Background: an optimization exercise with open tools, aiming at small area. Do not read the settings as production practice. RTL that was checked went through simulation tests only; none was proved equivalent to the original. Power is estimated from default activity; no workload was simulated.

## run 1
==> module link_monitor, before the edit <==
module link_monitor #(
    parameter int FAILS_TO_DOWN = 4,   
    parameter int PASSES_TO_UP = 8,    
    parameter int CNT_WIDTH = 16       
)(
    input  logic        clk,
    input  logic        rst_n,
    input  logic        valid,         
    input  logic        fail,          
    output logic        link_up,       
    output logic        crc_fail,      
    output logic [CNT_WIDTH-1:0] total_frames,
    output logic [CNT_WIDTH-1:0] total_crc_fails,
    output logic [CNT_WIDTH-1:0] consec_fails,
    output logic [CNT_WIDTH-1:0] consec_passes
);
    logic [CNT_WIDTH-1:0] run_n;       
    logic [CNT_WIDTH-1:0] run;
    assign run = ~run_n;
    logic [CNT_WIDTH:0] tf_c, tcf_c, run_c;
    assign tf_c[0]  = valid;
    assign tcf_c[0] = valid & fail;
    assign run_c[0] = valid;
    for (genvar i = 0; i < CNT_WIDTH; i++) begin : g_carry
        assign tf_c[i+1]  = tf_c[i]  & total_frames[i];
        assign tcf_c[i+1] = tcf_c[i] & total_crc_fails[i];
        assign run_c[i+1] = run_c[i] & run[i];
    end
    logic restart;
    assign restart = valid & (fail ^ crc_fail);
    logic [CNT_WIDTH-1:0] run_next;
    assign run_next = restart ? CNT_WIDTH'(1) : run ^ run_c[CNT_WIDTH-1:0];
    logic go_down, go_up;
    assign go_down = fail &  crc_fail &  link_up & (run[1:0] == 2'(FAILS_TO_DOWN-1));
    assign go_up   = !fail & !crc_fail & !link_up & (run[2:0] == 3'(PASSES_TO_UP-1));
    always_ff @(posedge clk) begin
        if (!rst_n) begin
            link_up          <= 1'b1;
            crc_fail         <= 1'b0;
            total_frames     <= '0;
            total_crc_fails  <= '0;
            run_n            <= '1;
        end else begin
            total_frames    <= total_frames ^ tf_c[CNT_WIDTH-1:0];
            total_crc_fails <= total_crc_fails ^ tcf_c[CNT_WIDTH-1:0];
            run_n           <= ~run_next;
            crc_fail        <= valid ? fail : crc_fail;
            link_up         <= valid ? ((link_up & !go_down) | go_up) : link_up;
        end
    end
    assign consec_fails  = crc_fail ? run : '0;
    assign consec_passes = crc_fail ? '0 : run;
endmodule
export LEC_CHECK = 0
export CAP_MARGIN = 20
export CORE_MARGIN = 2
export CORE_UTILIZATION = 40
export SLEW_MARGIN = 20
create_clock -name core_clock -period 4.0 [get_ports {clk}]
standard.sh (not shown) runs the stock make flow with config.mk's settings and CLKGATE_MAP_FILE= SYNTH_SCRIPT=/design/flow/synth_recipe.tcl, a recipe that flattens the netlist after the stock synthesis.
==> flow/flow/run.sh <==
#!/bin/bash
# Layout flow: the standard ORFS flow (standard.sh) with
#  - the synthesis script flow/synth.tcl (area-oriented combinational mapping),
#  - port buffers of the smallest buffer cell,
#  - a clock tree without dummy loads.
set -o pipefail
here=$(pwd)
sed "s#SYNTH_SCRIPT=[^ ]*#SYNTH_SCRIPT=$here/flow/synth.tcl#" standard.sh > my_standard.sh
export BUFFER_PORTS_ARGS="-buffer_cell sky130_fd_sc_hd__buf_1"
export CTS_ARGS="-sink_clustering_enable -repair_clock_nets -dont_use_dummy_load"
bash my_standard.sh > flow.log 2>&1
==> flow/flow/abc_area.script <==
&get -n
&st
&dch -f
&nf -p -a
&put
topo
stime -c
==> flow/flow/synth.tcl <==
# Synthesis: the standard synthesis script (synth_recipe.tcl), with two
# changes to the combinational mapping only (registers are untouched):
#  - no half/full adder extraction, so ABC maps the counters itself;
#  - an area-oriented ABC script.
set flow_dir [file dirname [file normalize [info script]]]
proc extract_fa {args} { puts "extract_fa skipped" }
proc abc {args} {
  set i [lsearch $args -script]
  if {$i >= 0} { lset args [expr {$i+1}] $::flow_dir/abc_area.script }
  puts "abc $args"
  yosys abc {*}$args
}
source [file dirname $flow_dir]/synth_recipe.tcl
Modified inputs, run 2 compared to run 1
diff --git a/flow/design.v b/flow/design.v
--- a/flow/design.v
+++ b/flow/design.v
@@ -30,10 +30,10 @@
     assign restart = valid & (fail ^ crc_fail);
     logic [CNT_WIDTH-1:0] run_next;
     assign run_next = restart ? CNT_WIDTH'(1) : run ^ run_c[CNT_WIDTH-1:0];
     logic go_down, go_up;
-    assign go_down = fail &  crc_fail &  link_up & (run[1:0] == 2'(FAILS_TO_DOWN-1));
-    assign go_up   = !fail & !crc_fail & !link_up & (run[2:0] == 3'(PASSES_TO_UP-1));
+    assign go_down = fail &  crc_fail &  link_up & (run[$clog2(FAILS_TO_DOWN)-1:0] == FAILS_TO_DOWN-1);
+    assign go_up   = !fail & !crc_fail & !link_up & (run[$clog2(PASSES_TO_UP)-1:0] == PASSES_TO_UP-1);
     always_ff @(posedge clk) begin
         if (!rst_n) begin
             link_up          <= 1'b1;
             crc_fail         <= 1'b0;
==> comparison <==
Run 1 -> run 2: via count delta 0, exact match
Looking at run 2 and run 1, the sequential cell count is a wash.
Run 2 vs. run 1: die span in y closely matched the old numbers, total routed wire length on the met1 layer closely matched the old numbers, fraction of synthesis flops using an asynchronous set or reset pin closely matched the old numbers.
Diff run 1..run 2 | count of final hold-check violations | unchanged
Netlist area before placement: run 2 vs run 1 identical
Run 2 finished all stages; the layout is clean.
Smallest setup slack after layout came out exactly the same in run 2 and run 1.
Run 2 against run 1: maximum vdd ir drop held steady; wire length per cell did not really move; final setup TNS flat; insertion delay to the later sink of the worst-skew pair comparable.
Function not checked in run 2: the RTL went through the layout flow alone.

==> what the ideal ports hide <==
No port has a modelled driver above. Below, the same layouts with a new extraction and two added sets of constraints. Step 1 (the two cells are an assumption about what drives the block):
set clk [get_ports {clk}]
set_driving_cell -lib_cell sky130_fd_sc_hd__clkbuf_16 $clk
set_driving_cell -lib_cell sky130_fd_sc_hd__buf_2 [delete_from_list [all_inputs] $clk]
Step 2 moves the port delays by t, midway between the first and last clock arrival at a register: inputs arrive t later, outputs are due t later. That takes back most of the time a late clock gives input paths. Three values: ideal ports, drivers, drivers and shift; two values: the first two.
| run | t (ns) | slack for setup (ns) | slew at the worst register clock pin (ns) |
|---|---|---|---|
| run 1 | 0.375 | 0.564 / 0.574 / 0.199 | 0.09 / 0.09 |
| run 2 | 0.375 | 0.564 / 0.574 / 0.199 | 0.09 / 0.09 |
After both steps setup and hold are still met in every run listed.
